What follows belongs to an exercise in optimizing a design on an open flow for small area; a production flow would make more cautious choices. No run shown here included a check of the RTL's function; only the layout flow was run. Power is estimated from default activity; no workload was simulated.

==> flow/design.v (outline; a module is shown in full before it is edited, if it fits) <==
// module ha2n: 4 lines
// module fa3: 4 lines
// module ha2: 4 lines
// module conv1_layer: 3643 lines
module conv1_layer (
  input clk,
  input rst_n,
  input [7:0] data_in,
  output [11:0] conv_out_1, conv_out_2, conv_out_3,
  output valid_out_conv
);
  // ...
==> flow/flow/run.sh <==
#!/bin/bash
# Standard ORFS layout, with one extra step after synthesis: the combinational
# logic of the standard netlist is re-mapped by ABC for area (registers and
# adder cells are kept as synthesized), then the standard flow continues.
set -euo pipefail
R=orfs/results/$FLOW_PLATFORM/conv1_layer/base
LOGD=orfs/logs/$FLOW_PLATFORM/conv1_layer/base
bash standard.sh synth > 1_standard_synth.log 2>&1
python3 flow/clean.py $R/1_2_yosys.v pre.v > 2_clean.log 2>&1
LIB=$FLOW_HOME/platforms/sky130hd/lib/sky130_fd_sc_hd__tt_025C_1v80.lib
DU=$(grep "^abc -script" $LOGD/1_2_yosys.log | grep -o "\-dont_use [^ ]*" | tr '\n' ' ')
KEEP=$(grep -o "sky130_fd_sc_hd__\(df\|fa_\|ha_\|conb\|dl\|sdf\|edf\)[a-z0-9_]*" $R/1_2_yosys.v | sort -u | tr '\n' ' ')
sed -e "s|@LIB@|$LIB|g" -e "s|@DU@|$DU|g" -e "s|@KEEP@|$KEEP|g" -e "s|@ABCSCRIPT@|$FLOW_HOME/scripts/abc_area.script|g" flow/post.ys.in > post.ys
yosys -s post.ys > 3_post_yosys.log 2>&1
cp $R/1_2_yosys.v 1_2_yosys.standard.v
cp post.v $R/1_2_yosys.v
rm -f $R/1_synth.odb $R/1_synth.sdc
bash standard.sh finish > 4_standard_finish.log 2>&1
==> flow/flow/clean.py <==
import re,sys
# Replace half adders whose SUM output is unused by plain AND gates.
src=open(sys.argv[1]).read()
cells=list(re.finditer(r'(sky130_fd_sc_hd__ha_1)\s+(\S+)\s*\((.*?)\);',src,re.S))
# count net references
refs={}
for m in re.finditer(r'\.(\w+)\(([^()]*)\)',src):
    n=m.group(2).strip(); refs[n]=refs.get(n,0)+1
out=[];last=0;nrep=0
for m in cells:
    pins=dict((p,n.strip()+' ') for p,n in re.findall(r'\.(\w+)\(([^()]*)\)',m.group(3)))
    s=pins.get('SUM','').strip()
    if s=='' or refs.get(s,0)<=1:
        out.append(src[last:m.start()])
        out.append(f"sky130_fd_sc_hd__and2_1 {m.group(2)} (\n    .A({pins['A']}),\n    .B({pins['B']}),\n    .X({pins['COUT']})\n  );")
        last=m.end(); nrep+=1
out.append(src[last:])
open(sys.argv[2],'w').write(''.join(out))
print('replaced',nrep,'half adders',file=sys.stderr)
==> flow/flow/post.ys.in <==
# Re-map the combinational logic of the standard synthesis netlist with ABC's
# area script. Registers, full adders and half adders stay as they are.
read_liberty -ignore_miss_func @LIB@
read_verilog pre.v
hierarchy -top conv1_layer
setattr -mod -set keep_hierarchy 1 @KEEP@
flatten
select conv1_layer
opt_clean -purge
abc -script @ABCSCRIPT@ -liberty @LIB@ @DU@ -D 10000
opt_clean -purge
splitnets
opt_clean -purge
hilomap -singleton -hicell sky130_fd_sc_hd__conb_1 HI -locell sky130_fd_sc_hd__conb_1 LO
insbuf -buf sky130_fd_sc_hd__buf_4 A X
opt_clean -purge
select -clear
select conv1_layer
stat -liberty @LIB@
check
write_verilog -noattr -nohex -nodec -selected post.v
==> flow/standard.sh <==
#!/bin/bash
# synth_recipe.tcl (not shown) runs the flow's synth.tcl, then flattens the netlist and writes it again
# the make line also repeats each setting of config.mk as NAME=value (left out here)
make -C /OpenROAD-flow-scripts/flow DESIGN_CONFIG=/design/flow/config.mk WORK_HOME=/design/flow/orfs CLKGATE_MAP_FILE= SYNTH_SCRIPT=/design/flow/synth_recipe.tcl "${@:-finish}"
==> flow/config.mk <==
export PLATFORM = sky130hd
export DESIGN_NAME = conv1_layer
export DESIGN_NICKNAME = conv1_layer
export VERILOG_FILES = /design/flow/design.v
export SDC_FILE = /design/flow/constraint.sdc
export NUM_CORES = 4
export LEC_CHECK = 0
export ABC_AREA = 1
export CAP_MARGIN = 20
export CORE_MARGIN = 2
export CORE_UTILIZATION = 40
export CTS_BUF_LIST = sky130_fd_sc_hd__clkbuf_8
export SLEW_MARGIN = 20
export SYNTH_HIERARCHICAL = 1
==> flow/constraint.sdc <==
create_clock -name core_clock -period 15.0 [get_ports {clk}]
set_input_delay 3.0000 -clock core_clock [delete_from_list [all_inputs] [get_ports {clk}]]
set_output_delay 3.0000 -clock core_clock [all_outputs]
set_load 0.01 [all_outputs]
==> results by group, run 1 <==
Outcome
  – Status: timing/DRC/antenna clean

CTS
  – Worst-case clock buffer depth: 3
  – Reg clk slew, reported paths: 0.07 ns
  – Clk Latency, worst-skew pair: 0.93 ns

Setup path
  – Critical R2R Launch: sr[424]
  – Max FO, Critical Path: 12
  – CP Depth: 25
  – Cell mode on critical path: fa_1
  – CP Capture Type: flip-flop
  – Worst setup path end: o3[10]
  – CP peak stage delay: 0.93 ns
  – Setup slack, reg-to-reg: 3.91 ns

Power and ir drop
  – Power Sequential: 3300 uW
  – Comb pwr: 2430 uW

Route
  – WL/cell: 31.3 um
  – WL final: 246000 um
  – Routed met3 length: 23700 um
  – Met1 WL: 103000 um

Placement
  – DP Area: 62300 um^2
  – Routability cong.: 1.08

Global route
  – GRT Total Usage: 33.0%
  – Largest net degree at the start of global routing: 20

STA
  – Fmax achieved: 0.0902 GHz
  – Min Tclk post-route: 11.09 ns
  – Relative slew slack: 15.3%
  – Unrepaired setup endpoints after global routing: false
  – Fin. max-slew vios: 0

Final layout
  – Fin area: 66400 um^2
  – Non-Clock Inverter Count: 702
  – Signal buf overhead: 1.04%
  – Top cell category: multi-input combinational cells
  – Sequential cell count: 1164
  – N_diodes: 3
  – Commonest non-fill, non-tap cell in the layout: dfxtp_1
  – Area Growth Syn to Fin: 12.0%

Min path
  – Worst Hold End: sr[152]

Die
  – Die area: 151000 um^2
  – Cell Rows: 141
  – Initial Util: 40.2%
  – Vert. Die Dim: 389 um
==> inputs of run 2 (changes only) <==
--- a/flow/config.mk
+++ b/flow/config.mk
@@ -11,3 +11,3 @@
 export CORE_UTILIZATION = 40
-export CTS_BUF_LIST = sky130_fd_sc_hd__clkbuf_8
+export CTS_BUF_LIST = sky130_fd_sc_hd__clkbuf_4
 export SLEW_MARGIN = 20
==> run 2 against run 1 <==
Compared with the run above:
- still clean
- clock power fell by 6%
- setup slack got worse by 0.066 ns
- maximum frequency fell by 0.59%
- hold slack got worse by 0.041 ns
- global-route usage rose by 0.19 points
- die area did not move
- register-to-register slack got worse by 0.07 ns
- largest cell class unchanged
- highest routed layer unchanged
==> results by group, run 2 <==
Die
  – Core area: 147000 um^2
  – Vert. Die Dim: 389 um (unchanged)
  – Cell Rows: 141 (unchanged)
  – Die width: 389 um
  – Boundary Pins: 47
  – Initial Util: 40.2% (unchanged)
  – Die area: 151000 um^2 (unchanged)

STA
  – Fin. max-slew vios: 0 (unchanged)
  – Relative slew slack: 13.2% (-2.1 points)
  – Slew @ Worst Pin: 1.30 ns
  – Setup violators final: 0
  – Min Tclk post-route: 11.15 ns (+0.0659 ns)
  – Unrepaired setup endpoints after global routing: false
  – Worst setup margin: 3.85 ns
  – Clock skew: 0.165 ns
  – Setup tns final: 0 ns
  – Fmax achieved: 0.0896 GHz (-0.59%)
  – Fin crit share: 74.4%
  – Final Hold Viols: 0

CTS
  – Clock Sinks: 1164
  – CTS tree: yes
  – Reg clk slew, reported paths: 0.07 ns (about the same)
  – H-tree levels: 5
  – Root Driver: clkbuf_4
  – Worst-case clock buffer depth: 4 (+1)
  – Hold_buf cts: 0
  – Clk Latency, worst-skew pair: 1.36 ns (+0.43 ns)
  – Post_cts resized: 0
  – Num CTS Buffers: 317
  – Post-CTS setup buffer count: 0

Route
  – WL/cell: 30.6 um (-2.1%)
  – Vias: 42859
  – WL final: 248000 um (+0.54%)
  – # DRC: 0
  – Detailed Routing Iterations Pass 1: 7
  – Post-route ant nets: 0
  – Vias/cell: 5.29
  – Initial drt markers: 4455

Yosys
  – Avg Synthesized Cell Area: 10.7 um^2
  – Cells after Synth: 5551
  – Yosys warning count: 7
  – Synth Cell Area: 59300 um^2

Global route
  – Gr ovfl total: 0
  – Vias in the first global route: 43371
  – GRT Total Usage: 33.2% (+0.19 points)
  – Largest net degree at the start of global routing: 20 (unchanged)
  – Initial antenna violation count: 9
  – First-pass GRT wire length: 341000 um

Power and ir drop
  – Worst VDD drop: 189 uV
  – Sw Share: 33.3%
  – Combinational fraction of design power: 28.9%
  – Clock Power Share: 31.9%
  – Int Pwr: 5620 uW
  – Pwr/cell area: 127 nW/um^2
  – P_leak: 0.0275 uW
  – Reg power frac: 39.2%
  – Switching pwr: 2810 uW

Setup path
  – Cell mode on critical path: fa_1
  – Critical R2R Launch: sr[424]
  – CP Launch Point: sr[424]
  – R2R cell count: 25
  – Bufs and invs on worst path: 2
  – Data required time of the critical path: 16.17 ns
  – Worst reg2reg endpoint: o3[10]
  – Max FO, Critical Path: 12 (unchanged)
  – Critical Path AT: 12.33 ns
  – Crit Path Class: flip-flop to flip-flop
  – Setup slack, reg-to-reg: 3.85 ns (-0.07 ns)
  – Delay-heaviest family, CP: adder cells
  – Startpoint Class: flip-flop
  – CP peak stage delay: 0.96 ns (+0.03 ns)
  – Slowest CP cell: nor3_1
  – CP Capture Type: flip-flop

Outcome
  – Status: timing/DRC/antenna clean

Final layout
  – Fin area: 66200 um^2 (-0.32%)
  – Fraction of final layout cells sized beyond drive strength 1: 12.7%
  – Layout Utilization: 44.9%
  – Regs by FF count: sr: 1120 flops, o3: 12 flops
  – Area Growth Syn to Fin: 11.6%
  – Commonest cells after routing, fill and taps aside: 1164 x dfxtp_1, 983 x fa_1, 919 x nand2_1, 463 x inv_1, 445 x nor2_1
  – Final net count: 7055
  – Largest reg by FF count: sr
  – Max reg flops: 1120
  – Commonest non-fill, non-tap cell in the layout: dfxtp_1

Placement
  – DP Area: 62300 um^2 (unchanged)
  – Routability cong.: 1.08 (unchanged)
  – Port bufs: 46
  – DPL Wire Length: 211000 um
  – Pre-CTS setup slack: 3.89 ns

Min path
  – Hold Startpoint: sr[174]
  – Hold Path Class: flip-flop to flip-flop
  – Hold depth: 0
  – Worst Hold End: sr[182]

Run
  – Max-cap viol count: 0
run 2: changes by cell type in the layout (fill, tap and decap cells not counted), sizes merged:
cell and delta:
inv -61, clkinv +58, clkbuf +216, clkinvlp -3, bufinv -5, diode +10
run 2: layer usage:
layer | vias up | share of wire, % | GRT usage, % | wire length, um
met4 | 2 | 6.7 | 19.2 | 16600
met1 | 21701 | 42 | 45.1 | 104000
met2 | 2097 | 42 | 47.9 | 104000
met5 | - | 0.0032 | 0 | 8
met3 | 487 | 9.3 | 8.81 | 23100
li1 | 18572 | - | - | -
run 2: worst reg2reg max path, stage by stage (launching register included):
cell and delay (ns):
dfxtp_1 0.85, inv_2 0.11, ha_1 0.57, nand2_1 0.16
nand2_1 0.13, xor2_1 0.08, nor3_1 0.96, fa_1 0.60
fa_1 0.41, fa_1 0.51, fa_1 0.51, inv_1 0.05
fa_1 0.46, fa_1 0.54, fa_1 0.44, fa_1 0.43
fa_1 0.40, fa_1 0.42, fa_1 0.40, fa_1 0.48
fa_1 0.46, fa_1 0.40, fa_1 0.39, fa_1 0.38
fa_1 0.38, fa_1 0.44
run 2: power by group through the flow:
stage | combinational [uW] | sequential (uW) | clock [uW]
5_1_grt | 2590 | 3310 | 2970
4_1_cts | 2410 | 3300 | 2810
6_report | 2430 | 3300 | 2690
2_1_floorplan | 1110 | 3370 | 0
3_5_place_dp | 2390 | 3370 | 0
3_3_place_gp | 2410 | 3370 | 0
run 2: per-stage QoR:
stage | std cells | hold WS, ns | power (uW)
2_1_floorplan | 5565 | 0.310 | 4480
3_3_place_gp | 7552 | 0.309 | 5780
3_5_place_dp | 7552 | 0.312 | 5760
4_1_cts | 8084 | 0.238 | 8520
5_1_grt | 8091 | 0.221 | 8870
6_report | 8097 | 0.245 | 8430
run 2: worst max path at each step:
stage | end | cells past startpoint
floorplan | o3[10] | 25
global placement | o3[10] | 25
detailed placement | o3[10] | 25
CTS | o3[10] | 25
global route | o3[10] | 25
finish | o3[10] | 25
run 2: layout make-up:
type	instances	area [um^2]
inverters	702	2680
well taps	1930	2410
clock inverters	91	478
diodes	13	32.5
repair buffers	77	693
clock buffers	441	3310
fillers	14208	81300
multi-input cells	3679	33300
flip-flops and latches	1164	23300

separate check: timing with driven ports:
No port has a modelled driver above. Below, the same layouts with a new extraction and two added sets of constraints.
Step 1 (the two cells are an assumption about what drives the block):
set clk [get_ports {clk}]
set_driving_cell -lib_cell sky130_fd_sc_hd__clkbuf_16 $clk
set_driving_cell -lib_cell sky130_fd_sc_hd__buf_2 [delete_from_list [all_inputs] $clk]
Step 2 also shifts input and output timing later by t, the mid clock arrival at the registers, as if the neighbouring blocks saw the same clock.
a / b / c = ideal ports / drivers / drivers and shift; a / b = the first two.
run	t (ns)	setup WS [ns]	clock arrival spread, ns	worst slew at a driven data input, ns	pins driven straight from the clock port
run 1	0.990	3.911 / 3.911 / 3.911	0.047 / 0.048	0.05	1
run 2	1.352	3.845 / 3.845 / 3.845	0.167 / 0.167	0.06	1
After both steps every run listed still meets setup and hold.
